Context: an optimization exercise on an open-source flow, tuned for few clock cycles. The choices shown serve that exercise and are no tape-out recipe.
Only simulation tests tie the RTL to the original design; equivalence was not proved.
Power is estimated from default activity; no workload was simulated.

[flow/run.sh]
#!/bin/bash
# synth_recipe.tcl (not shown) runs the flow's synth.tcl, then flattens the netlist and writes it again
# the make line also repeats each setting of config.mk as NAME=value (left out here)
make -C /OpenROAD-flow-scripts/flow DESIGN_CONFIG=/design/flow/config.mk WORK_HOME=/design/flow/orfs CLKGATE_MAP_FILE= SYNTH_SCRIPT=/design/flow/synth_recipe.tcl finish
[flow/config.mk]
export PLATFORM = sky130hd
export DESIGN_NAME = core
export DESIGN_NICKNAME = core
export VERILOG_FILES = /design/flow/design.v
export SDC_FILE = /design/flow/constraint.sdc
export NUM_CORES = 4
export LEC_CHECK = 0
export CAP_MARGIN = 20
export CORE_MARGIN = 2
export CORE_UTILIZATION = 30
export PLACE_DENSITY = 0.45
export SETUP_SLACK_MARGIN = 0.2
export SLEW_MARGIN = 20
[flow/constraint.sdc]
create_clock -name core_clock -period 7.5 [get_ports {clk}]
set_input_delay 1.5000 -clock core_clock [delete_from_list [all_inputs] [get_ports {clk}]]
set_output_delay 1.5000 -clock core_clock [all_outputs]
set_load 0.01 [all_outputs]
[flow/design.v]
module regfile (
    input clk,
    input [4:0] rs1_address,
    input [4:0] rs2_address,
    output reg [31:0] rs1_data,
    output reg [31:0] rs2_data,
    input [4:0] rd_address,
    input [31:0] rd_data
);
    reg [31:0] registers [1:31];
    integer i;
    always @(*) begin
        rs1_data = 0;
        rs2_data = 0;
        for (i = 1; i < 32; i = i + 1) begin
            rs1_data = rs1_data | ({32{rs1_address == i}} & registers[i]);
            rs2_data = rs2_data | ({32{rs2_address == i}} & registers[i]);
        end
    end
    always @(posedge clk) begin
        for (i = 1; i < 32; i = i + 1) begin
            if (rd_address == i) begin
                registers[i] <= rd_data;
            end
        end
    end
endmodule
module alu (
    input [31:0] input_a,
    input [31:0] input_b,
    input [2:0] function_select,
    input function_modifier,
    output [31:0] add_result,
    output reg [31:0] result
);
localparam ALU_ADD_SUB = 3'b000;
localparam ALU_SLL     = 3'b001;
localparam ALU_SLT     = 3'b010;
localparam ALU_SLTU    = 3'b011;
localparam ALU_XOR     = 3'b100;
localparam ALU_SRL_SRA = 3'b101;
localparam ALU_OR      = 3'b110;
localparam ALU_AND_CLR = 3'b111;
/*verilator lint_off UNUSED*/  
wire [32:0] tmp_shifted = $signed({function_modifier ? input_a[31] : 1'b0, input_a}) >>> input_b[4:0];
/*verilator lint_on UNUSED*/
assign add_result = input_a + (function_modifier ? -input_b : input_b);
wire slt = $signed({function_select[0] ? 1'b0 : input_a[31], input_a})
         < $signed({function_select[0] ? 1'b0 : input_b[31], input_b});
always @(*) begin
    case (function_select)
        ALU_ADD_SUB: result = add_result;
        ALU_SLL:     result = input_a << input_b[4:0];
        ALU_SLT,
        ALU_SLTU:    result = {31'b0, slt};
        ALU_XOR:     result = input_a ^ input_b;
        ALU_SRL_SRA: result = tmp_shifted[31:0];
        ALU_OR:      result = input_a | input_b;
        ALU_AND_CLR: result = (function_modifier ? ~input_a : input_a) & input_b;
    endcase
end
endmodule
module cmp (
    input [31:0] input_a,
    input [31:0] input_b,
    input [2:0] function_select,
    output result
);
wire usign = function_select[1];
wire less = function_select[2];
wire is_equal = (input_a == input_b);
wire is_less = ($signed({usign ? 1'b0 : input_a[31], input_a}) < $signed({usign ? 1'b0 : input_b[31], input_b}));
wire quasi_result = less ? is_less : is_equal;
assign result = function_select[0] ? !quasi_result : quasi_result;
endmodule
module csr (
    input clk,
    input reset,
    input meip,
    input [11:0] read_address,
    output reg [31:0] read_data,
    output reg readable,
    output reg writeable,
    input write_enable,
    input [11:0] write_address,
    input [31:0] write_data,
    input retired,
    input traped,
    input mret,
    input [31:0] ecp,
    input [3:0] trap_cause,
    input interupt,
    output eip,
    output tip,
    output sip,
    output [31:0] trap_vector,
    output [31:0] mret_vector
);
reg [63:0] cycle;
reg [63:0] instret;
reg pie;
reg ie;
reg meie;
reg msie;
reg msip;
reg mtie;
reg mtip;
reg [31:0] mtvec;
reg [31:0] mscratch;
reg [31:0] mecp;
reg [3:0] mcause;
reg minterupt;
reg [63:0] mtimecmp;
reg meip_sampled;
always @(posedge clk) begin
    meip_sampled <= meip;
end
assign eip = ie && meie && meip_sampled;
assign tip = ie && mtie && mtip;
assign sip = ie && msie && msip;
assign trap_vector = mtvec;
assign mret_vector = mecp;
always @(*) begin
    casez (read_address)
        12'hc00, 12'hc01: begin  
            read_data = cycle[31:0];
            readable = 1;
            writeable = 0;
        end
        12'hc02: begin  
            read_data = instret[31:0];
            readable = 1;
            writeable = 0;
        end
        12'hc80, 12'hc81: begin  
            read_data = cycle[63:32];
            readable = 1;
            writeable = 0;
        end
        12'hc82: begin  
            read_data = instret[63:32];
            readable = 1;
            writeable = 0;
        end
        12'hc03, 12'hc04, 12'hc05, 12'hc06, 12'hc07, 12'hc08, 12'hc09, 12'hc0a, 12'hc0b, 12'hc0c, 12'hc0d, 12'hc0e, 12'hc0f, 12'hc1?,
        12'hc83, 12'hc84, 12'hc85, 12'hc86, 12'hc87, 12'hc88, 12'hc89, 12'hc8a, 12'hc8b, 12'hc8c, 12'hc8d, 12'hc8e, 12'hc8f,
        12'hc9?: begin  
            read_data = 0;
            readable = 1;
            writeable = 0;
        end
        12'hf11, 12'hf12, 12'hf13, 12'hf14: begin  
            read_data = 0;
            readable = 1;
            writeable = 0;
        end
        12'h300: begin  
            read_data = {1'b0, 8'b0, 1'b0, 1'b0, 1'b0, 1'b0, 1'b0, 1'b0, 2'b0, 2'b0, 2'b0, 2'b0, 1'b0, pie, 1'b0, 1'b0, 1'b0, ie, 1'b0, 1'b0, 1'b0};
            readable = 1;
            writeable = 1;
        end
        12'h301: begin  
            read_data = {2'b1, 4'b0, 26'b00000000000000000100000000};
            readable = 1;
            writeable = 1;
        end
        12'h344: begin  
            read_data = {20'b0, meip, 1'b0, 1'b0, 1'b0, mtip, 1'b0, 1'b0, 1'b0, msip, 1'b0, 1'b0, 1'b0};
            readable = 1;
            writeable = 1;
        end
        12'h304: begin  
            read_data = {20'b0, meie, 1'b0, 1'b0, 1'b0, mtie, 1'b0, 1'b0, 1'b0, msie, 1'b0, 1'b0, 1'b0};
            readable = 1;
            writeable = 1;
        end
        12'h305: begin  
            read_data = {mtvec[31:2], 2'b00};
            readable = 1;
            writeable = 1;
        end
        12'h340: begin  
            read_data = mscratch;
            readable = 1;
            writeable = 1;
        end
        12'h341: begin  
            read_data = mecp;
            readable = 1;
            writeable = 1;
        end
        12'h342: begin  
            read_data = {minterupt, 27'b0, mcause};
            readable = 1;
            writeable = 1;
        end
        12'h343: begin  
            read_data = 0;
            readable = 1;
            writeable = 1;
        end
        12'hb00, 12'hb01: begin  
            read_data = cycle[31:0];
            readable = 1;
            writeable = 1;
        end
        12'hb02: begin  
            read_data = instret[31:0];
            readable = 1;
            writeable = 1;
        end
        12'hb80, 12'hb81: begin  
            read_data = cycle[63:32];
            readable = 1;
            writeable = 1;
        end
        12'hb82: begin  
            read_data = instret[63:32];
            readable = 1;
            writeable = 1;
        end
        12'hb03, 12'hb04, 12'hb05, 12'hb06, 12'hb07, 12'hb08, 12'hb09, 12'hb0a, 12'hb0b, 12'hb0c, 12'hb0d, 12'hb0e, 12'hb0f, 12'hb1?,
        12'hb83, 12'hb84, 12'hb85, 12'hb86, 12'hb87, 12'hb88, 12'hb89, 12'hb8a, 12'hb8b, 12'hb8c, 12'hb8d, 12'hb8e, 12'hb8f,
        12'hb9?: begin  
            read_data = 0;
            readable = 1;
            writeable = 1;
        end
        12'h32?, 12'h33?: begin  
            read_data = 0;
            readable = 1;
            writeable = 1;
        end
        12'hbc0: begin  
            read_data = mtimecmp[31:0];
            readable = 1;
            writeable = 1;
        end
        12'hbc1: begin  
            read_data = mtimecmp[63:32];
            readable = 1;
            writeable = 1;
        end
        default: begin
            read_data = 0;
            readable = 0;
            writeable = 0;
        end
    endcase
end
always @(posedge clk) begin
    if (traped) begin
        pie <= ie;
        ie <= 0;
        mecp <= ecp;
        minterupt <= interupt;
        mcause <= trap_cause;
    end else if (mret) begin
        ie <= pie;
        pie <= 1;
    end
    cycle <= cycle + 1;
    if (retired) begin
        instret <= instret + 1;
    end
    if (write_enable) begin
        casez (write_address)
            12'h300: begin  
                ie <= write_data[3];
                pie <= write_data[7];
            end
            12'h344: begin  
                msip <= write_data[3];
            end
            12'h304: begin  
                msie <= write_data[3];
                mtie <= write_data[7];
                meie <= write_data[11];
            end
            12'h305: begin  
                mtvec <= {write_data[31:2], 2'b00};
            end
            12'h340: begin  
                mscratch <= write_data;
            end
            12'h341: begin  
                mecp <= write_data;
            end
            12'h342: begin  
                minterupt <= write_data[31];
                mcause <= write_data[3:0];
            end
            12'hb00, 12'hb01: begin  
                cycle[31:0] <= write_data;
            end
            12'hb02: begin  
                instret[31:0] <= write_data;
            end
            12'hb80, 12'hb81: begin  
                cycle[63:32] <= write_data;
            end
            12'hb82: begin  
                instret[63:32] <= write_data;
            end
            12'hbc0: begin  
                mtimecmp[31:0] <= write_data;
            end
            12'hbc1: begin  
                mtimecmp[63:32] <= write_data;
            end
            default: begin
            end
        endcase
    end
    if (reset) begin
        ie <= 0;
        pie <= 0;
        mcause <= 0;
        minterupt <= 0;
        cycle <= 0;
        instret <= 0;
    end
    mtip <= cycle >= mtimecmp;
end
endmodule
module hazard (
    input uses_csr,
    input csr_write_execute,
    input csr_write_memory,
    input csr_write_writeback,
    input mem_request,
    input mem_ready,
    input wfi,
    input load_branch_hazard,
    output data_hazard,
    output hold_memory,
    output hold_execute,
    output hold_decode
);
assign data_hazard = uses_csr && (csr_write_execute || csr_write_memory || csr_write_writeback);
assign hold_memory = (mem_request && !mem_ready) || wfi;
assign hold_execute = hold_memory || load_branch_hazard;
assign hold_decode = hold_execute || data_hazard;
endmodule
module busio (
    output ext_valid,
    output ext_instruction,
    input ext_ready,
    output [31:0] ext_address,
    output [31:0] ext_write_data,
    output reg [3:0] ext_write_strobe,
    input [31:0] ext_read_data,
    input [31:0] fetch_address,
    input mem_request,
    input [31:0] mem_address,
    input [31:0] mem_store_data,
    input [1:0] mem_size,
    input mem_store,
    output bus_ready,
    output [31:0] bus_read_data
);
wire store = mem_request && mem_store;
assign ext_valid = 1;
assign ext_instruction = !mem_request;
assign ext_address = (mem_request ? mem_address : fetch_address) & 32'hffff_fffc;
assign ext_write_data = mem_store_data << (8 * mem_address[1:0]);
always @(*) begin
    if (!store) begin
        ext_write_strobe = 0;
    end else if (mem_size == 0) begin
        ext_write_strobe = (4'b0001 << mem_address[1:0]);
    end else if (mem_size == 1) begin
        ext_write_strobe = (4'b0011 << mem_address[1:0]);
    end else if (mem_size == 2) begin
        ext_write_strobe = 4'b1111;
    end else begin
        ext_write_strobe = 0;
    end
end
assign bus_ready = ext_ready;
assign bus_read_data = ext_read_data;
endmodule
module fetch #(
    parameter RESET_VECTOR = 32'h8000_0000,
    parameter INDEX_BITS = 6,
    parameter PREFETCH_WINDOW = 32,
    parameter BHT_BITS = 6
) (
    input clk,
    input reset,
    input redirect,
    input [31:0] redirect_pc,
    input hold,
    input bht_update,
    input [31:0] bht_update_pc,
    input bht_disagree,
    input bus_free,
    input bus_ready,
    input [31:0] bus_data,
    output [31:0] fetch_address,
    output reg [31:0] pc_out,
    output reg [31:0] instruction_out,
    output reg predicted_out,
    output reg hint_out,
    output reg valid_out
);
localparam ENTRIES = 1 << INDEX_BITS;
localparam TAG_BITS = 30 - INDEX_BITS;
localparam BHT_ENTRIES = 1 << BHT_BITS;
reg [31:0] pc;
reg [31:0] pf;
reg [31:0] ba;
reg [31:0] cache_data [0:ENTRIES-1];
reg [29:0] cache_target [0:ENTRIES-1];
reg [ENTRIES-1:0] cache_jump;
reg [ENTRIES-1:0] cache_branch;
reg [ENTRIES-1:0] cache_hint;
reg [TAG_BITS-1:0] cache_tag [0:ENTRIES-1];
reg [ENTRIES-1:0] cache_valid;
reg [1:0] bht [0:BHT_ENTRIES-1];
wire [INDEX_BITS-1:0] pc_index = pc[INDEX_BITS+1:2];
wire hit = cache_valid[pc_index] && cache_tag[pc_index] == pc[31:INDEX_BITS+2];
wire [INDEX_BITS-1:0] pf_index = pf[INDEX_BITS+1:2];
wire pf_hit = cache_valid[pf_index] && cache_tag[pf_index] == pf[31:INDEX_BITS+2];
wire [31:0] pf_distance = pf - pc;
wire pf_behind = pf_distance[31];
wire pf_in_window = pf_distance[31:2] < PREFETCH_WINDOW;
wire [31:0] ba_distance = ba - pc;
wire ba_in_window = ba_distance[31:2] < PREFETCH_WINDOW;
wire ba_is_pc = ba[31:2] == pc[31:2];
wire bus_done = bus_free && bus_ready;
wire from_bus = bus_done && ba_is_pc;
wire fetched = hit || from_bus;
wire fill = bus_done && (ba_is_pc || ba_in_window);
assign fetch_address = ba;
wire bus_is_jal = bus_data[6:0] == 7'b1101111;
wire bus_is_branch = bus_data[6:0] == 7'b1100011;
wire [31:0] bus_j_imm = {{12{bus_data[31]}}, bus_data[19:12], bus_data[20], bus_data[30:21], 1'b0};
wire [31:0] bus_b_imm = {{20{bus_data[31]}}, bus_data[7], bus_data[30:25], bus_data[11:8], 1'b0};
wire [31:0] bus_imm = bus_is_jal ? bus_j_imm : bus_b_imm;
wire [31:0] bus_target = {ba[31:2], 2'b00} + bus_imm;
wire bus_jump = bus_is_jal && !bus_imm[1];
wire bus_branch = bus_is_branch && !bus_imm[1];
wire bus_hint = bus_b_imm[31] || bus_data[14:12] == 3'b001 || bus_data[14:12] == 3'b101 || bus_data[14:12] == 3'b111;
wire [31:0] instr = from_bus ? bus_data : cache_data[pc_index];
wire [29:0] target = from_bus ? bus_target[31:2] : cache_target[pc_index];
wire is_jump = from_bus ? bus_jump : cache_jump[pc_index];
wire is_branch = from_bus ? bus_branch : cache_branch[pc_index];
wire hint = from_bus ? bus_hint : cache_hint[pc_index];
wire [1:0] counter = bht[pc[BHT_BITS+1:2]];
wire predict_taken = pc[1:0] == 0 && (is_jump || (is_branch && (hint ^ counter[1])));
wire [31:0] next_pc = predict_taken ? {target, 2'b00} : pc + 4;
wire advance = !hold && fetched;
always @(posedge clk) begin
    if (reset) begin
        pc <= RESET_VECTOR;
    end else if (redirect) begin
        pc <= redirect_pc;
    end else if (advance) begin
        pc <= next_pc;
    end
end
reg [31:0] pf_next;
always @(*) begin
    if (from_bus && !hit) begin
        pf_next = pc + 4;
    end else if (pf_behind) begin
        pf_next = pc + 4;
    end else if (pf_in_window && (pf_hit || (bus_done && ba[31:2] == pf[31:2]))) begin
        pf_next = pf + 4;
    end else begin
        pf_next = pf;
    end
end
always @(posedge clk) begin
    if (reset) begin
        pf <= RESET_VECTOR + 4;
    end else begin
        pf <= pf_next;
    end
end
always @(posedge clk) begin
    if (reset) begin
        ba <= RESET_VECTOR;
    end else if (redirect) begin
        ba <= redirect_pc;
    end else if (!fetched) begin
        ba <= pc;
    end else if (from_bus && !hit && !hold) begin
        ba <= next_pc;
    end else if (pf_in_window && !pf_behind) begin
        ba <= pf_next;
    end else begin
        ba <= advance ? next_pc : pc;
    end
end
always @(posedge clk) begin
    if (fill) begin
        cache_data[ba[INDEX_BITS+1:2]] <= bus_data;
        cache_target[ba[INDEX_BITS+1:2]] <= bus_target[31:2];
        cache_tag[ba[INDEX_BITS+1:2]] <= ba[31:INDEX_BITS+2];
    end
end
always @(posedge clk) begin
    if (reset) begin
        cache_valid <= 0;
    end else if (fill) begin
        cache_valid[ba[INDEX_BITS+1:2]] <= 1'b1;
    end
    if (fill) begin
        cache_jump[ba[INDEX_BITS+1:2]] <= bus_jump;
        cache_branch[ba[INDEX_BITS+1:2]] <= bus_branch;
        cache_hint[ba[INDEX_BITS+1:2]] <= bus_hint;
    end
end
integer i;
always @(posedge clk) begin
    if (reset) begin
        for (i = 0; i < BHT_ENTRIES; i = i + 1) begin
            bht[i] <= 2'b00;
        end
    end else if (bht_update) begin
        if (bht_disagree) begin
            if (bht[bht_update_pc[BHT_BITS+1:2]] != 2'b11) begin
                bht[bht_update_pc[BHT_BITS+1:2]] <= bht[bht_update_pc[BHT_BITS+1:2]] + 1;
            end
        end else begin
            if (bht[bht_update_pc[BHT_BITS+1:2]] != 2'b00) begin
                bht[bht_update_pc[BHT_BITS+1:2]] <= bht[bht_update_pc[BHT_BITS+1:2]] - 1;
            end
        end
    end
end
always @(posedge clk) begin
    if (reset || redirect) begin
        valid_out <= 0;
    end else if (!hold) begin
        valid_out <= fetched;
    end
    if (!hold) begin
        pc_out <= pc;
        instruction_out <= instr;
        predicted_out <= predict_taken;
        hint_out <= hint;
    end
end
endmodule
module decode (
    input [31:0] instr,
    input valid_in,
    output reg uses_rs1,
    output reg uses_rs2,
    output reg uses_csr,
    output [4:0] rs1_address,
    output [4:0] rs2_address,
    output [11:0] csr_address,
    output reg [31:0] imm,
    output reg [2:0] alu_fn,
    output reg alu_mod,
    output reg [1:0] sel_a,
    output reg [1:0] sel_b,
    output [2:0] cmp_fn,
    output reg jump,
    output reg branch,
    output reg csr_read,
    output reg csr_write,
    output reg load,
    output reg store,
    output [1:0] ls_size,
    output ls_signed,
    output reg bypass_memory,
    output reg [1:0] wsel,
    output reg [4:0] rd,
    output reg mret,
    output reg wfi,
    output reg [3:0] ecause,
    output reg exception
);
localparam ALU_ADD_SUB = 3'b000;
localparam ALU_OR      = 3'b110;
localparam ALU_AND_CLR = 3'b111;
localparam ALU_SEL_REG = 2'b00;
localparam ALU_SEL_IMM = 2'b01;
localparam ALU_SEL_PC  = 2'b10;
localparam ALU_SEL_CSR = 2'b11;
localparam WRITE_SEL_ALU     = 2'b00;
localparam WRITE_SEL_CSR     = 2'b01;
localparam WRITE_SEL_LOAD    = 2'b10;
localparam WRITE_SEL_NEXT_PC = 2'b11;
assign rs1_address = instr[19:15];
assign rs2_address = instr[24:20];
assign csr_address = instr[31:20];
assign cmp_fn = instr[14:12];
assign ls_size = instr[13:12];
assign ls_signed = !instr[14];
wire [4:0] rd_address = instr[11:7];
always @(*) begin
    case (instr[6:0])
        7'b1100111,  
        7'b0000011,  
        7'b0010011:  
        begin 
            uses_rs1 = valid_in;
            uses_rs2 = 0;
            uses_csr = 0;
        end
        7'b1100011,  
        7'b0100011,  
        7'b0110011:  
        begin 
            uses_rs1 = valid_in;
            uses_rs2 = valid_in;
            uses_csr = 0;
        end
        7'b1110011 : begin  
            uses_rs2 = 0;
            case (instr[14:12])
                3'b001: begin  
                    uses_rs1 = valid_in;
                    uses_csr = valid_in && (rd_address != 0);
                end
                3'b010,  
                3'b011:  
                begin 
                    uses_rs1 = valid_in;
                    uses_csr = valid_in;
                end
                3'b101: begin  
                    uses_rs1 = 0;
                    uses_csr = valid_in && (rd_address != 0);
                end
                3'b110,  
                3'b111:  
                begin 
                    uses_rs1 = 0;
                    uses_csr = valid_in;
                end
                default: begin
                    uses_rs1 = 0;
                    uses_csr = 0;
                end
            endcase
        end
        default : begin
            uses_rs1 = 0;
            uses_rs2 = 0;
            uses_csr = 0;
        end
    endcase
end
wire [31:0] u_type_imm_data = {instr[31:12], 12'b0};
wire [31:0] j_type_imm_data = {{12{instr[31]}}, instr[19:12], instr[20], instr[30:21], 1'b0};
wire [31:0] i_type_imm_data = {{20{instr[31]}}, instr[31:20]};
wire [31:0] s_type_imm_data = {{20{instr[31]}}, instr[31:25], instr[11:7]};
wire [31:0] b_type_imm_data = {{20{instr[31]}}, instr[7], instr[30:25], instr[11:8], 1'b0};
wire [31:0] csr_type_imm_data = {27'b0, rs1_address};
always @(*) begin
        imm = 0;
        alu_fn = ALU_OR;
        alu_mod = 0;
        sel_a = ALU_SEL_IMM;
        sel_b = ALU_SEL_IMM;
        wsel = WRITE_SEL_ALU;
        jump = 0;
        branch = 0;
        load = 0;
        store = 0;
        rd = 0;
        bypass_memory = 0;
        csr_read = 0;
        csr_write = 0;
        mret = 0;
        wfi = 0;
        ecause = 0;
        exception = 0;
        case (instr[6:0])
            7'b0110111 : begin  
                imm = u_type_imm_data;
                rd = rd_address;
                bypass_memory = 1;
            end
            7'b0010111 : begin  
                alu_fn = ALU_ADD_SUB;
                sel_a = ALU_SEL_PC;
                imm = u_type_imm_data;
                rd = rd_address;
                bypass_memory = 1;
            end
            7'b1101111 : begin  
                alu_fn = ALU_ADD_SUB;
                sel_a = ALU_SEL_PC;
                imm = j_type_imm_data;
                wsel = WRITE_SEL_NEXT_PC;
                branch = 1;
                jump = 1;
                rd = rd_address;
            end
            7'b1100111 : begin  
                alu_fn = ALU_ADD_SUB;
                sel_a = ALU_SEL_REG;
                imm = i_type_imm_data;
                wsel = WRITE_SEL_NEXT_PC;
                branch = 1;
                jump = 1;
                rd = rd_address;
                if (instr[14:12] != 0) begin
                    ecause = 2;
                    exception = 1;
                end
            end
            7'b1100011 : begin  
                alu_fn = ALU_ADD_SUB;
                sel_a = ALU_SEL_PC;
                imm = b_type_imm_data;
                branch = 1;
                if (instr[14:13] == 2'b01) begin
                    ecause = 2;
                    exception = 1;
                end
            end
            7'b0000011 : begin  
                alu_fn = ALU_ADD_SUB;
                sel_a = ALU_SEL_REG;
                imm = i_type_imm_data;
                wsel = WRITE_SEL_LOAD;
                load = 1;
                rd = rd_address;
                if (instr[13:12] == 2'b11 || (instr[14] && instr[13:12] == 2'b10)) begin
                    ecause = 2;
                    exception = 1;
                end
            end
            7'b0100011 : begin  
                alu_fn = ALU_ADD_SUB;
                sel_a = ALU_SEL_REG;
                imm = s_type_imm_data;
                store = 1;
                if (instr[13:12] == 2'b11 || instr[14]) begin
                    ecause = 2;
                    exception = 1;
                end
            end
            7'b0010011 : begin  
                alu_fn = instr[14:12];
                alu_mod = (instr[14:12] == 3'b101 && instr[30]);
                sel_a = ALU_SEL_REG;
                imm = i_type_imm_data;
                wsel = WRITE_SEL_ALU;
                rd = rd_address;
                bypass_memory = 1;
                if (
                    (instr[14:12] == 3'b001 && instr[31:25] != 0)
                    || (instr[14:12] == 3'b101 && (instr[31] != 0 || instr[29:25] != 0))
                ) begin
                    ecause = 2;
                    exception = 1;
                end
            end
            7'b0110011 : begin  
                alu_fn = instr[14:12];
                alu_mod = instr[30];
                sel_a = ALU_SEL_REG;
                sel_b = ALU_SEL_REG;
                wsel = WRITE_SEL_ALU;
                rd = rd_address;
                bypass_memory = 1;
                if (instr[31:25] != 0 && (instr[31:25] != 7'b0100000 || (instr[14:12] != 0 && instr[14:12] != 3'b101))) begin
                    ecause = 2;
                    exception = 1;
                end
            end
            7'b0001111 : begin  
                if (instr[14:13] != 0) begin
                    ecause = 2;
                    exception = 1;
                end
            end
            7'b1110011 : begin  
                case (instr[14:12])
                    3'b000: begin  
                        case (instr[24:20])
                            5'b00000: begin  
                                ecause = 11;
                                exception = 1;
                                if (instr[31:25] != 0 || instr[19:15] != 0 || instr[11:7] != 0) begin
                                    ecause = 2;
                                end
                            end
                            5'b00001: begin  
                                ecause = 3;
                                exception = 1;
                                if (instr[31:25] != 0 || instr[19:15] != 0 || instr[11:7] != 0) begin
                                    ecause = 2;
                                end
                            end
                            5'b00010: begin  
                                mret = 1;
                                if (instr[31:25] != 7'b0011000 || instr[19:15] != 0 || instr[11:7] != 0) begin
                                    ecause = 2;
                                    exception = 1;
                                end
                            end
                            5'b00101: begin  
                                wfi = 1;
                                if (instr[31:25] != 7'b0001000 || instr[19:15] != 0 || instr[11:7] != 0) begin
                                    ecause = 2;
                                    exception = 1;
                                end
                            end
                            default: begin
                                ecause = 2;
                                exception = 1;
                            end
                        endcase
                    end
                    3'b001: begin  
                        rd = rd_address;
                        bypass_memory = 1;
                        sel_a = ALU_SEL_REG;
                        csr_read = (rd_address != 0);
                        csr_write = 1;
                        wsel = WRITE_SEL_CSR;
                    end
                    3'b010: begin  
                        rd = rd_address;
                        bypass_memory = 1;
                        sel_a = ALU_SEL_REG;
                        sel_b = ALU_SEL_CSR;
                        csr_read = 1;
                        csr_write = (rs1_address != 0);
                        wsel = WRITE_SEL_CSR;
                    end
                    3'b011: begin  
                        rd = rd_address;
                        bypass_memory = 1;
                        alu_fn = ALU_AND_CLR;
                        alu_mod = 1;
                        sel_a = ALU_SEL_REG;
                        sel_b = ALU_SEL_CSR;
                        csr_read = 1;
                        csr_write = (rs1_address != 0);
                        wsel = WRITE_SEL_CSR;
                    end
                    3'b101: begin  
                        rd = rd_address;
                        bypass_memory = 1;
                        imm = csr_type_imm_data;
                        csr_read = (rd_address != 0);
                        csr_write = 1;
                        wsel = WRITE_SEL_CSR;
                    end
                    3'b110: begin  
                        rd = rd_address;
                        bypass_memory = 1;
                        sel_b = ALU_SEL_CSR;
                        imm = csr_type_imm_data;
                        csr_read = 1;
                        csr_write = (rs1_address != 0);
                        wsel = WRITE_SEL_CSR;
                    end
                    3'b111: begin  
                        rd = rd_address;
                        bypass_memory = 1;
                        alu_fn = ALU_AND_CLR;
                        alu_mod = 1;
                        sel_b = ALU_SEL_CSR;
                        imm = csr_type_imm_data;
                        csr_read = 1;
                        csr_write = (rs1_address != 0);
                        wsel = WRITE_SEL_CSR;
                    end
                    default: begin
                        ecause = 2;
                        exception = 1;
                    end
                endcase
            end
            default : begin
                ecause = 2;
                exception = 1;
            end
        endcase
end
endmodule
module execute (
    input [31:0] pc,
    input [31:0] rs1,
    input [31:0] rs2,
    input [31:0] branch_rs1,
    input [31:0] branch_rs2,
    input [31:0] csr_data,
    input [31:0] imm,
    input [2:0] alu_function,
    input alu_function_modifier,
    input [1:0] alu_select_a,
    input [1:0] alu_select_b,
    input [2:0] cmp_function,
    input jump,
    input branch,
    input [1:0] size,
    input [1:0] write_select,
    output [31:0] alu_add,
    output [31:0] branch_target,
    output [31:0] alu_result,
    output should_branch,
    output valid_branch_address,
    output taken,
    output reg valid_mem_address,
    output reg [31:0] rd_data
);
localparam ALU_SEL_REG = 2'b00;
localparam ALU_SEL_IMM = 2'b01;
localparam ALU_SEL_PC  = 2'b10;
localparam ALU_SEL_CSR = 2'b11;
localparam WRITE_SEL_ALU     = 2'b00;
localparam WRITE_SEL_CSR     = 2'b01;
localparam WRITE_SEL_LOAD    = 2'b10;
localparam WRITE_SEL_NEXT_PC = 2'b11;
wire cmp_out;
reg [31:0] alu_a, alu_b;
always @(*) begin
    case (alu_select_a)
        ALU_SEL_REG : alu_a = rs1;
        ALU_SEL_IMM : alu_a = imm;
        ALU_SEL_PC  : alu_a = pc;
        ALU_SEL_CSR : alu_a = csr_data;
    endcase
    case (alu_select_b)
        ALU_SEL_REG : alu_b = rs2;
        ALU_SEL_IMM : alu_b = imm;
        ALU_SEL_PC  : alu_b = pc;
        ALU_SEL_CSR : alu_b = csr_data;
    endcase
end
alu ex_alu (
    .input_a(alu_a),
    .input_b(alu_b),
    .function_select(alu_function),
    .function_modifier(alu_function_modifier),
    .add_result(alu_add),
    .result(alu_result)
);
cmp ex_cmp (
    .input_a(branch_rs1),
    .input_b(branch_rs2),
    .function_select(cmp_function),
    .result(cmp_out)
);
wire [31:0] next_pc = pc + 4;
assign should_branch = branch && (jump || cmp_out);
assign branch_target = ((alu_select_a == ALU_SEL_REG) ? branch_rs1 : pc) + imm;
assign valid_branch_address = branch_target[1:0] == 0;
assign taken = should_branch && valid_branch_address;
always @(*) begin
    case (size)
        2'b00: valid_mem_address = 1;
        2'b01: valid_mem_address = (alu_add[0] == 0);
        2'b10: valid_mem_address = (alu_add[1:0] == 0);
        2'b11: valid_mem_address = 0;
    endcase
end
always @(*) begin
    case (write_select)
        WRITE_SEL_CSR: rd_data = csr_data;
        WRITE_SEL_NEXT_PC: rd_data = next_pc;
        default: rd_data = alu_result;
    endcase
end
endmodule
module memory (
    input [31:0] read_data,
    input [3:0] offset,
    input byte_load,
    input half_load,
    input signed_load,
    output [31:0] load_data
);
wire [7:0] byte_data = ({8{offset[0]}} & read_data[7:0]) | ({8{offset[1]}} & read_data[15:8])
    | ({8{offset[2]}} & read_data[23:16]) | ({8{offset[3]}} & read_data[31:24]);
wire [15:0] half_data = offset[2] ? read_data[31:16] : read_data[15:0];
wire byte_sign = signed_load && byte_data[7];
wire half_sign = signed_load && half_data[15];
assign load_data[7:0] = byte_load ? byte_data : half_data[7:0];
assign load_data[15:8] = byte_load ? {8{byte_sign}} : half_data[15:8];
assign load_data[31:16] = byte_load ? {16{byte_sign}} : (half_load ? {16{half_sign}} : read_data[31:16]);
endmodule
module writeback (
    input [31:0] pc_in,
    input [31:0] rd_data_in,
    input [31:0] csr_data_in,
    input [4:0] rd_address_in,
    input [11:0] csr_address_in,
    input csr_write_in,
    input mret_in,
    input wfi_in,
    input valid_in,
    input [3:0] ecause_in,
    input exception_in,
    input sip,
    input tip,
    input eip,
    output [4:0] rd_address,
    output [31:0] rd_data,
    output csr_write,
    output [11:0] csr_address,
    output [31:0] csr_data,
    output traped,
    output mret,
    output wfi,
    output retired,
    output [31:0] ecp,
    output reg [3:0] ecause,
    output reg interupt
);
wire exception = exception_in && valid_in;
assign traped = (sip || tip || eip || exception);
assign ecp = wfi_in ? pc_in + 4 : pc_in;
assign wfi = valid_in && wfi_in;
assign retired = valid_in && !traped && !wfi;
assign mret = valid_in && mret_in;
always @(*) begin
    if (eip) begin
        ecause = 11;
        interupt = 1;
    end else if (tip) begin
        ecause = 7;
        interupt = 1;
    end else if (sip) begin
        ecause = 3;
        interupt = 1;
    end else if (exception_in) begin
        ecause = ecause_in;
        interupt = 0;
    end else begin
        ecause = 0;
        interupt = 0;
    end
end
assign rd_address = (!valid_in || traped) ? 5'h0 : rd_address_in;
assign rd_data = rd_data_in;
assign csr_write = valid_in && !traped && csr_write_in;
assign csr_address = csr_address_in;
assign csr_data = csr_data_in;
endmodule
module pipeline #(
    parameter RESET_VECTOR = 32'h8000_0000
) (
    input clk,
    input reset,
    input meip,
    input bus_ready,
    input [31:0] bus_read_data,
    output [31:0] fetch_address,
    output mem_request,
    output [31:0] mem_address,
    output [31:0] mem_store_data,
    output [1:0] mem_size,
    output mem_store
);
localparam ALU_SEL_REG = 2'b00;
localparam ALU_SEL_IMM = 2'b01;
localparam ALU_SEL_PC  = 2'b10;
localparam ALU_SEL_CSR = 2'b11;
localparam WRITE_SEL_ALU     = 2'b00;
localparam WRITE_SEL_CSR     = 2'b01;
localparam WRITE_SEL_LOAD    = 2'b10;
localparam WRITE_SEL_NEXT_PC = 2'b11;
wire wb_traped;
wire wb_mret;
wire wb_wfi;
wire flush_all = wb_traped || wb_mret;
wire mispredict;
wire [31:0] ex_redirect_pc;
wire [31:0] csr_trap_vector;
wire [31:0] csr_mret_vector;
wire redirect = flush_all || mispredict;
wire [31:0] redirect_pc = wb_traped ? csr_trap_vector : (wb_mret ? csr_mret_vector : ex_redirect_pc);
wire hold_m;
wire hold_e;
wire hold_d;
wire d_hazard;
wire lb_hazard;
wire [31:0] d_pc;
wire [31:0] d_instr;
wire d_pred;
wire d_hint;
wire d_valid;
fetch #(
    .RESET_VECTOR(RESET_VECTOR)
) pipeline_fetch (
    .clk(clk),
    .reset(reset),
    .redirect(redirect),
    .redirect_pc(redirect_pc),
    .hold(hold_d),
    .bht_update(e_valid && e_branch && !e_jump && !hold_e),
    .bht_update_pc(e_pc),
    .bht_disagree(ex_taken != e_hint),
    .bus_free(!mem_request),
    .bus_ready(bus_ready),
    .bus_data(bus_read_data),
    .fetch_address(fetch_address),
    .pc_out(d_pc),
    .instruction_out(d_instr),
    .predicted_out(d_pred),
    .hint_out(d_hint),
    .valid_out(d_valid)
);
wire dec_uses_rs1, dec_uses_rs2, dec_uses_csr;
wire [4:0] dec_rs1a, dec_rs2a;
wire [11:0] dec_csr_address;
wire [31:0] dec_imm;
wire [2:0] dec_alu_fn;
wire dec_alu_mod;
wire [1:0] dec_sel_a, dec_sel_b;
wire [2:0] dec_cmp_fn;
wire dec_jump, dec_branch, dec_csr_read, dec_csr_write, dec_load, dec_store;
wire [1:0] dec_size;
wire dec_signed;
wire dec_bypass_memory;
wire [1:0] dec_wsel;
wire [4:0] dec_rd;
wire dec_mret, dec_wfi;
wire [3:0] dec_ecause;
wire dec_exception;
decode pipeline_decode (
    .instr(d_instr),
    .valid_in(d_valid),
    .uses_rs1(dec_uses_rs1),
    .uses_rs2(dec_uses_rs2),
    .uses_csr(dec_uses_csr),
    .rs1_address(dec_rs1a),
    .rs2_address(dec_rs2a),
    .csr_address(dec_csr_address),
    .imm(dec_imm),
    .alu_fn(dec_alu_fn),
    .alu_mod(dec_alu_mod),
    .sel_a(dec_sel_a),
    .sel_b(dec_sel_b),
    .cmp_fn(dec_cmp_fn),
    .jump(dec_jump),
    .branch(dec_branch),
    .csr_read(dec_csr_read),
    .csr_write(dec_csr_write),
    .load(dec_load),
    .store(dec_store),
    .ls_size(dec_size),
    .ls_signed(dec_signed),
    .bypass_memory(dec_bypass_memory),
    .wsel(dec_wsel),
    .rd(dec_rd),
    .mret(dec_mret),
    .wfi(dec_wfi),
    .ecause(dec_ecause),
    .exception(dec_exception)
);
wire [31:0] rf_rs1, rf_rs2;
wire [4:0] wb_rd;
wire [31:0] wb_rd_data;
regfile pipeline_registers (
    .clk(clk),
    .rs1_address(dec_rs1a),
    .rs2_address(dec_rs2a),
    .rs1_data(rf_rs1),
    .rs2_data(rf_rs2),
    .rd_address(wb_rd),
    .rd_data(wb_rd_data)
);
wire [31:0] d_rs1 = (wb_rd != 0 && wb_rd == dec_rs1a) ? wb_rd_data : rf_rs1;
wire [31:0] d_rs2 = (wb_rd != 0 && wb_rd == dec_rs2a) ? wb_rd_data : rf_rs2;
wire [31:0] csr_read_data;
wire csr_readable, csr_writeable;
wire csr_exception = (dec_csr_read && !csr_readable) || (dec_csr_write && !csr_writeable);
wire d_exception = dec_exception || csr_exception;
wire [3:0] d_ecause = dec_exception ? dec_ecause : 4'd2;
reg e_valid;
reg [31:0] e_pc;
reg [31:0] e_rs1, e_rs2;
reg [4:0] e_rs1a, e_rs2a;
reg [31:0] e_csr_data;
reg [31:0] e_imm;
reg [2:0] e_alu_fn;
reg e_alu_mod;
reg [1:0] e_sel_a, e_sel_b;
reg [2:0] e_cmp_fn;
reg e_jump, e_branch, e_pred, e_hint;
reg e_uses_rs1, e_uses_rs2;
reg e_load, e_store;
reg [1:0] e_size;
reg e_signed;
reg [1:0] e_wsel;
reg [4:0] e_rd;
reg [11:0] e_csr_address;
reg e_csr_write;
reg e_mret, e_wfi;
reg [3:0] e_ecause;
reg e_exception;
reg m_valid;
reg [31:0] m_pc;
reg [31:0] m_address;
reg [31:0] m_alu;
reg [31:0] m_rd_data;
reg [31:0] m_store_data;
reg m_load, m_store;
reg [1:0] m_size;
reg m_signed;
reg [3:0] m_offset;
reg m_byte, m_half;
reg [4:0] m_rd;
reg [11:0] m_csr_address;
reg m_csr_write;
reg m_mret, m_wfi;
reg [3:0] m_ecause;
reg m_exception;
reg w_valid;
reg [31:0] w_pc;
reg [31:0] w_alu;
reg [31:0] w_rd_data;
reg [4:0] w_rd;
reg [11:0] w_csr_address;
reg w_csr_write;
reg w_mret, w_wfi;
reg [3:0] w_ecause;
reg w_exception;
hazard pipeline_hazard (
    .uses_csr(dec_uses_csr),
    .csr_write_execute(e_valid && e_csr_write),
    .csr_write_memory(m_valid && m_csr_write),
    .csr_write_writeback(w_valid && w_csr_write),
    .mem_request(mem_request),
    .mem_ready(bus_ready),
    .wfi(wb_wfi),
    .load_branch_hazard(lb_hazard),
    .data_hazard(d_hazard),
    .hold_memory(hold_m),
    .hold_execute(hold_e),
    .hold_decode(hold_d)
);
wire [31:0] m_forward;
wire fwd1_m = e_rs1a != 0 && m_valid && m_rd == e_rs1a;
wire fwd1_w = e_rs1a != 0 && w_valid && w_rd == e_rs1a;
wire fwd2_m = e_rs2a != 0 && m_valid && m_rd == e_rs2a;
wire fwd2_w = e_rs2a != 0 && w_valid && w_rd == e_rs2a;
wire [31:0] ex_rs1 = fwd1_m ? m_forward : (fwd1_w ? w_rd_data : e_rs1);
wire [31:0] ex_rs2 = fwd2_m ? m_forward : (fwd2_w ? w_rd_data : e_rs2);
wire [31:0] br_rs1 = fwd1_m ? m_rd_data : (fwd1_w ? w_rd_data : e_rs1);
wire [31:0] br_rs2 = fwd2_m ? m_rd_data : (fwd2_w ? w_rd_data : e_rs2);
assign lb_hazard = e_valid && e_branch && m_load && ((e_uses_rs1 && fwd1_m) || (e_uses_rs2 && fwd2_m));
wire [31:0] alu_add;
wire [31:0] branch_target;
wire [31:0] alu_result;
wire should_branch;
wire valid_branch_address;
wire ex_taken;
wire valid_mem_address;
wire [31:0] ex_rd_data;
execute pipeline_execute (
    .pc(e_pc),
    .rs1(ex_rs1),
    .rs2(ex_rs2),
    .branch_rs1(br_rs1),
    .branch_rs2(br_rs2),
    .csr_data(e_csr_data),
    .imm(e_imm),
    .alu_function(e_alu_fn),
    .alu_function_modifier(e_alu_mod),
    .alu_select_a(e_sel_a),
    .alu_select_b(e_sel_b),
    .cmp_function(e_cmp_fn),
    .jump(e_jump),
    .branch(e_branch),
    .size(e_size),
    .write_select(e_wsel),
    .alu_add(alu_add),
    .branch_target(branch_target),
    .alu_result(alu_result),
    .should_branch(should_branch),
    .valid_branch_address(valid_branch_address),
    .taken(ex_taken),
    .valid_mem_address(valid_mem_address),
    .rd_data(ex_rd_data)
);
wire [31:0] e_next_pc = e_pc + 4;
assign mispredict = e_valid && !lb_hazard && (ex_taken != e_pred);
assign ex_redirect_pc = ex_taken ? branch_target : e_next_pc;
always @(posedge clk) begin
    if (reset || flush_all) begin
        e_valid <= 0;
    end else if (hold_e) begin
        e_valid <= e_valid;
    end else begin
        e_valid <= d_valid && !d_hazard && !mispredict;
    end
    if (hold_e) begin
        e_rs1 <= ex_rs1;
        e_rs2 <= ex_rs2;
        if (mispredict) begin
            e_pred <= ex_taken;
        end
    end else begin
        e_pc <= d_pc;
        e_rs1 <= d_rs1;
        e_rs2 <= d_rs2;
        e_rs1a <= dec_rs1a;
        e_rs2a <= dec_rs2a;
        e_csr_data <= csr_read_data;
        e_imm <= dec_imm;
        e_alu_fn <= dec_alu_fn;
        e_alu_mod <= dec_alu_mod;
        e_sel_a <= dec_sel_a;
        e_sel_b <= dec_sel_b;
        e_cmp_fn <= dec_cmp_fn;
        e_jump <= dec_jump;
        e_branch <= dec_branch;
        e_pred <= d_pred;
        e_uses_rs1 <= dec_uses_rs1;
        e_uses_rs2 <= dec_uses_rs2;
        e_hint <= d_hint;
        e_load <= dec_load;
        e_store <= dec_store;
        e_size <= dec_size;
        e_signed <= dec_signed;
        e_wsel <= dec_wsel;
        e_rd <= dec_rd;
        e_csr_address <= dec_csr_address;
        e_csr_write <= dec_csr_write;
        e_mret <= dec_mret;
        e_wfi <= dec_wfi;
        e_ecause <= d_ecause;
        e_exception <= d_exception;
    end
end
always @(posedge clk) begin
    if (reset || flush_all) begin
        m_valid <= 0;
    end else if (!hold_m) begin
        m_valid <= e_valid && !lb_hazard;
    end
    if (!hold_m) begin
        m_pc <= e_pc;
        m_address <= alu_add;
        m_alu <= alu_result;
        m_rd_data <= ex_rd_data;
        m_store_data <= ex_rs2;
        m_load <= e_load;
        m_store <= e_store;
        m_size <= e_size;
        m_offset <= 4'b0001 << alu_add[1:0];
        m_byte <= e_size == 2'b00;
        m_half <= e_size == 2'b01;
        m_signed <= e_signed;
        m_rd <= e_rd;
        m_csr_address <= e_csr_address;
        m_csr_write <= e_csr_write;
        m_mret <= e_mret;
        m_wfi <= e_wfi;
        if (!e_exception && should_branch && !valid_branch_address) begin
            m_ecause <= 0;
            m_exception <= 1;
        end else if (!e_exception && (e_load || e_store) && !valid_mem_address) begin
            m_ecause <= e_load ? 4'h4 : 4'h6;
            m_exception <= 1;
        end else begin
            m_ecause <= e_ecause;
            m_exception <= e_exception;
        end
    end
end
assign mem_request = m_valid && !m_exception && (m_load || m_store) && !wb_traped && !wb_mret && !wb_wfi;
assign mem_address = m_address;
assign mem_store_data = m_store_data;
assign mem_size = m_size;
assign mem_store = m_store;
wire [31:0] load_data;
memory pipeline_memory (
    .read_data(bus_read_data),
    .offset(m_offset),
    .byte_load(m_byte),
    .half_load(m_half),
    .signed_load(m_signed),
    .load_data(load_data)
);
assign m_forward = m_load ? load_data : m_rd_data;
wire m_wait = mem_request && !bus_ready;
always @(posedge clk) begin
    if (reset || flush_all) begin
        w_valid <= 0;
    end else if (wb_wfi) begin
        w_valid <= w_valid;
    end else begin
        w_valid <= m_valid && !m_wait;
    end
    if (!wb_wfi) begin
        w_pc <= m_pc;
        w_alu <= m_alu;
        w_rd_data <= m_forward;
        w_rd <= m_rd;
        w_csr_address <= m_csr_address;
        w_csr_write <= m_csr_write;
        w_mret <= m_mret;
        w_wfi <= m_wfi;
        w_ecause <= m_ecause;
        w_exception <= m_exception;
    end
end
wire csr_eip, csr_tip, csr_sip;
wire wb_csr_write;
wire [11:0] wb_csr_address;
wire [31:0] wb_csr_data;
wire wb_retired;
wire [31:0] wb_ecp;
wire [3:0] wb_ecause;
wire wb_interupt;
writeback pipeline_writeback (
    .pc_in(w_pc),
    .rd_data_in(w_rd_data),
    .csr_data_in(w_alu),
    .rd_address_in(w_rd),
    .csr_address_in(w_csr_address),
    .csr_write_in(w_csr_write),
    .mret_in(w_mret),
    .wfi_in(w_wfi),
    .valid_in(w_valid),
    .ecause_in(w_ecause),
    .exception_in(w_exception),
    .sip(csr_sip),
    .tip(csr_tip),
    .eip(csr_eip),
    .rd_address(wb_rd),
    .rd_data(wb_rd_data),
    .csr_write(wb_csr_write),
    .csr_address(wb_csr_address),
    .csr_data(wb_csr_data),
    .traped(wb_traped),
    .mret(wb_mret),
    .wfi(wb_wfi),
    .retired(wb_retired),
    .ecp(wb_ecp),
    .ecause(wb_ecause),
    .interupt(wb_interupt)
);
csr pipeline_csr (
    .clk(clk),
    .reset(reset),
    .meip(meip),
    .read_address(dec_csr_address),
    .read_data(csr_read_data),
    .readable(csr_readable),
    .writeable(csr_writeable),
    .write_enable(wb_csr_write),
    .write_address(wb_csr_address),
    .write_data(wb_csr_data),
    .retired(wb_retired),
    .traped(wb_traped),
    .mret(wb_mret),
    .ecp(wb_ecp),
    .trap_cause(wb_ecause),
    .interupt(wb_interupt),
    .eip(csr_eip),
    .tip(csr_tip),
    .sip(csr_sip),
    .trap_vector(csr_trap_vector),
    .mret_vector(csr_mret_vector)
);
endmodule
module core #(
    parameter RESET_VECTOR = 32'h8000_0000
) (
    input clk,
    input reset,
    input meip,
    output ext_valid,
    output ext_instruction,
    input ext_ready,
    output [31:0] ext_address,
    output [31:0] ext_write_data,
    output [3:0] ext_write_strobe,
    input [31:0] ext_read_data
);
wire bus_ready;
wire [31:0] bus_read_data;
wire [31:0] fetch_address;
wire mem_request;
wire [31:0] mem_address;
wire [31:0] mem_store_data;
wire [1:0] mem_size;
wire mem_store;
pipeline #(
    .RESET_VECTOR(RESET_VECTOR)
) core_pipeline (
    .clk(clk),
    .reset(reset),
    .meip(meip),
    .bus_ready(bus_ready),
    .bus_read_data(bus_read_data),
    .fetch_address(fetch_address),
    .mem_request(mem_request),
    .mem_address(mem_address),
    .mem_store_data(mem_store_data),
    .mem_size(mem_size),
    .mem_store(mem_store)
);
busio core_busio (
    .ext_valid(ext_valid),
    .ext_instruction(ext_instruction),
    .ext_ready(ext_ready),
    .ext_address(ext_address),
    .ext_write_data(ext_write_data),
    .ext_write_strobe(ext_write_strobe),
    .ext_read_data(ext_read_data),
    .fetch_address(fetch_address),
    .mem_request(mem_request),
    .mem_address(mem_address),
    .mem_store_data(mem_store_data),
    .mem_size(mem_size),
    .mem_store(mem_store),
    .bus_ready(bus_ready),
    .bus_read_data(bus_read_data)
);
endmodule
==> metrics.yaml <==
timing:
  finalCritPeriodShare_pct: 96.78
  whs_ps: 369.1
  fmax_mhz: 137.8
  finalSetupViolCount: 0
  worstMarginPinSlew_ps: 1336
  hold_viol: 0
  layout_min_cycle_time_ps: 7258
  relSlewSlack_pct: 10.26
  skew_ps: 135.9
  rsz0062_at_grt: "no"
  final.setup.worst_slack_ps: 241.8
  finalMaxSlewViolations: 0
worst_setup_path:
  critPathBufInv: 3
  worstPathRequired_ps: 8280
  max_stage_delay_ps: 700
  startpoint_type: "register"
  endpoint_kind: "register"
  crit_family: "simple AND/OR/NAND/NOR gates"
  path_cells: "inv_8 > ha_1 > nand4_1 > o221ai_2 > a221oi_2 > xor2_1 > o211ai_1 > nor4_1 > nand4_1 > or4_1 > a2111oi_0 > a41o_4 > nand4_1 > buf_4 > nor2_4 > buf_12"
  cp-startpoint: "core_pipeline.pipeline_fetch.pc[5]"
  path_class: "reg2reg"
  timing.reg2reg.setup_slack_ps: 240
  crit_top_cell: "nand4_1"
  reg2reg_from: "core_pipeline.pipeline_fetch.pc[5]"
  crit_slowest_cell: "dfxtp_4"
  cp.arrival_ps: 8040
  cp_max_fo: 26
  worst-r2r-cell-count: 16
  rr_endpoint: "core_pipeline.pipeline_fetch.cache_data[63][4]"
floorplanning:
  rows: 397
  io_pins: 106
  die_y_um: 1085
  die_w_um: 1085
  core_um2: 1167000
  die_area_um2: 1178000
  start_util_pct: 30.05
route:
  drt-initial-drc-count: 37130
  routed_wl_um: 1570000
  route.met3.wl_um: 152200
  wl_met1_um: 644000
  drt_first_pass_iters: 9
  wl_met2_um: 690300
  vias: 231700
  via_per_inst: 5.936
  antenna_left: 0
  topRoutingLayerUsed: "met5"
  routedWlPerCell_um: 40.22
  post-route-drc-count: 0
synth:
  synth-seq-area-share_pct: 66.29
  syn-cell-area_um2: 350800
  ys_async_sr_fraction_pct: 0
  syn_inst: 21320
  synth_cell_type_count: 117
  syn_area_per_cell_um2: 16.45
  ys_dominant_reg_cell: "edfxtp_1"
  synth-edff-count: 7476
  ys_ff_latch: 7879
  ys_warn_count: 10
clock_network:
  insertion_delay_ps: 1220
  cts_tree: "done"
  htreeDepth: 6
  postCtsSetupBuffers: 0
  root_buffer: "clkbuf_16"
  holdBufCountCts: 0
  clkTransAtPathRegs_ps: 60
  numCtsBuffers: 864
  cts.sinks: 7879
  clk_path_buf_depth: 5
final_layout:
  nets: 23050
  drive_above_1_share_pct: 24.46
  synthToLayoutAreaGrowth_pct: 17.58
  final_common_cell: "edfxtp_1"
  final_cell_mix: "edfxtp_1 (7,476), mux4_2 (2,031), buf_4 (1,472)"
run:
  cap_violations: 0
placed_design:
  place_ws_ps: -1020
  io_buffers: 102
  gp_congestion: 0.9638
  dp_hpwl_um: 1043000
worst_hold_path:
  min_to: "core_pipeline.e_pc[29]"
  hp-start: "core_pipeline.pipeline_fetch.pc_out[29]"
  hp-class: "reg2reg"
  hold_depth: 0
global_routing:
  overflow: 0
  grt_max_degree: 209
  grt_pass1_wl_um: 2081000
  track_usage_pct: 25.76
  grt_pass1_vias: 224600
  antenna_found_initial: 160
power_and_ir_drop:
  power_density_nw_per_um2: 400.5
  vdd.ir_drop.worst_v: 0.0004926
  power_leakage_nw: 134.0
outcome:
  outcome: "finished clean"
## power breakdown
group	leakage [nW]	switching, mW	total, mW	internal (mW)
logic	47.4	42.9	64.8	21.9
registers	72.8	2.83	56.8	54.0
clock network	13.8	18.8	43.6	24.8
## per-stage QoR
step	power, mW	area [µm²]	TNS [ps]	util, %	cells
5_1_grt	169.4	412300	0	35.32	38980
3_5_place_dp	121.0	383600	-26610	32.86	37370
3_3_place_gp	120.9	383400	-49800	32.85	37360
4_1_cts	164.5	412200	0	35.31	38970
6_report	165.2	412500	0	35.33	39030
2_1_floorplan	80.39	351400	0	-	21320
## layer usage
metal | GRT usage [%] | vias up
met5 | 0 | -
met4 | 11.42 | 48
met3 | 5.546 | 3089
met2 | 39.01 | 14280
met1 | 35.68 | 123900
li1 | - | 90360
## worst max path at each step
stage	slack (ps)	cells after the start	end
6_report	240	16	core_pipeline.pipeline_fetch.cache_data[63][4]
5_1_grt	170	30	core_pipeline.m_rd_data[31]
4_1_cts	230	28	core_pipeline.m_rd_data[26]
3_5_place_dp	-1020	31	core_pipeline.m_rd_data[30]
3_3_place_gp	-1570	31	core_pipeline.m_rd_data[30]
2_1_floorplan	10	27	core_pipeline.m_rd_data[27]
## registers in the layout, summed over array words and instances, names as in the netlist, 128 cells and up, named ones only
register / count
core_pipeline.pipeline_fetch.cache_data: 2048
core_pipeline.pipeline_fetch.cache_tag: 1536
core_pipeline.pipeline_registers.registers: 992
core_pipeline.pipeline_fetch.cache_target: 1920
core_pipeline.pipeline_fetch.bht: 128
## final cells by class
type                             count  area, µm²
Fill cell                       110800     754800
Tap cell                         15560      19470
Antenna cell                        55      137.6
Sequential cell                   7879     232600
Clock inverter                     550       6007
Timing Repair Buffer              1869      17890
Inverter                           316       1237
Clock buffer                      1052      22550
Multi-Input combinational cell   11750     112500
## cell usage after synthesis (all sizes together), types with 191 or more instances
cell type | count | area share (%)
buf | 607 | 1.0
mux4 | 2064 | 13
mux2i | 598 | 1.7
dfxtp | 403 | 2.3
edfxtp | 7476 | 64
a22oi | 660 | 1.4
nand4 | 295 | 0.53
clkbuf | 773 | 0.83
nor2 | 1106 | 1.2
o21ai | 737 | 1.1
inv | 307 | 0.33
a211oi | 233 | 0.50
nand3 | 450 | 0.64
nor3 | 195 | 0.28
xnor2 | 304 | 0.76
ha | 330 | 1.2
a21oi | 504 | 0.73
a221oi | 322 | 0.82
a22o | 305 | 0.76
nand2 | 1361 | 1.5
mux2 | 191 | 0.61
## cells by family after synthesis
kind of cell               share of synthesized area, %
DFF                                               66.29
and+or+nand+nor                                   5.424
AOI/OAI and AO/OA                                 8.028
muxes                                             15.60
buffers and inverters                             2.217
xor gates and xnor gates                          1.237
adders and majority gates                         1.194
other                                          0.002141
## timing repair
action	CTS	global route
endpoints found under the hold margin	0	0
pin swaps	0	2
gates resized for setup	7	26
endpoints found under the setup margin	24	99
gates cloned	0	0
## worst register-to-register path, cell delays in order, from the launching register on
cell and delay (ps):
dfxtp_4 700, inv_8 360, ha_1 430, nand4_1 400, o221ai_2 590, a221oi_2 180
xor2_1 280, o211ai_1 200, nor4_1 320, nand4_1 140, or4_1 610, a2111oi_0 400
a41o_4 540, nand4_1 360, buf_4 330, nor2_4 550, buf_12 360
Testbench counts, summed over its fixed seeds: cycles 78,197.

[separate check: timing with driven ports]
No port has a modelled driver above. Below, the same layout with a new extraction and two added sets of constraints.
Step 1, drivers: a clkbuf_16 drives clk and a buf_2 each remaining input, both assumed.
Step 2 also shifts input and output timing later by t, the mid clock arrival at the registers, as if the neighbouring blocks saw the same clock.
a / b / c = ideal ports / drivers / drivers and shift; a / b = the first two.
t (ns): 1.334
slack for setup (ns): 0.242 / 0.242 / -0.676
worst setup path after step 2: input to register
clock arrival spread, ns: 0.159 / 0.160
Met with ideal ports but missed after step 2: setup timing in this run. For this run, drivers alone change the setup slack by 0.000 ns; drivers and shift together by -0.918 ns.
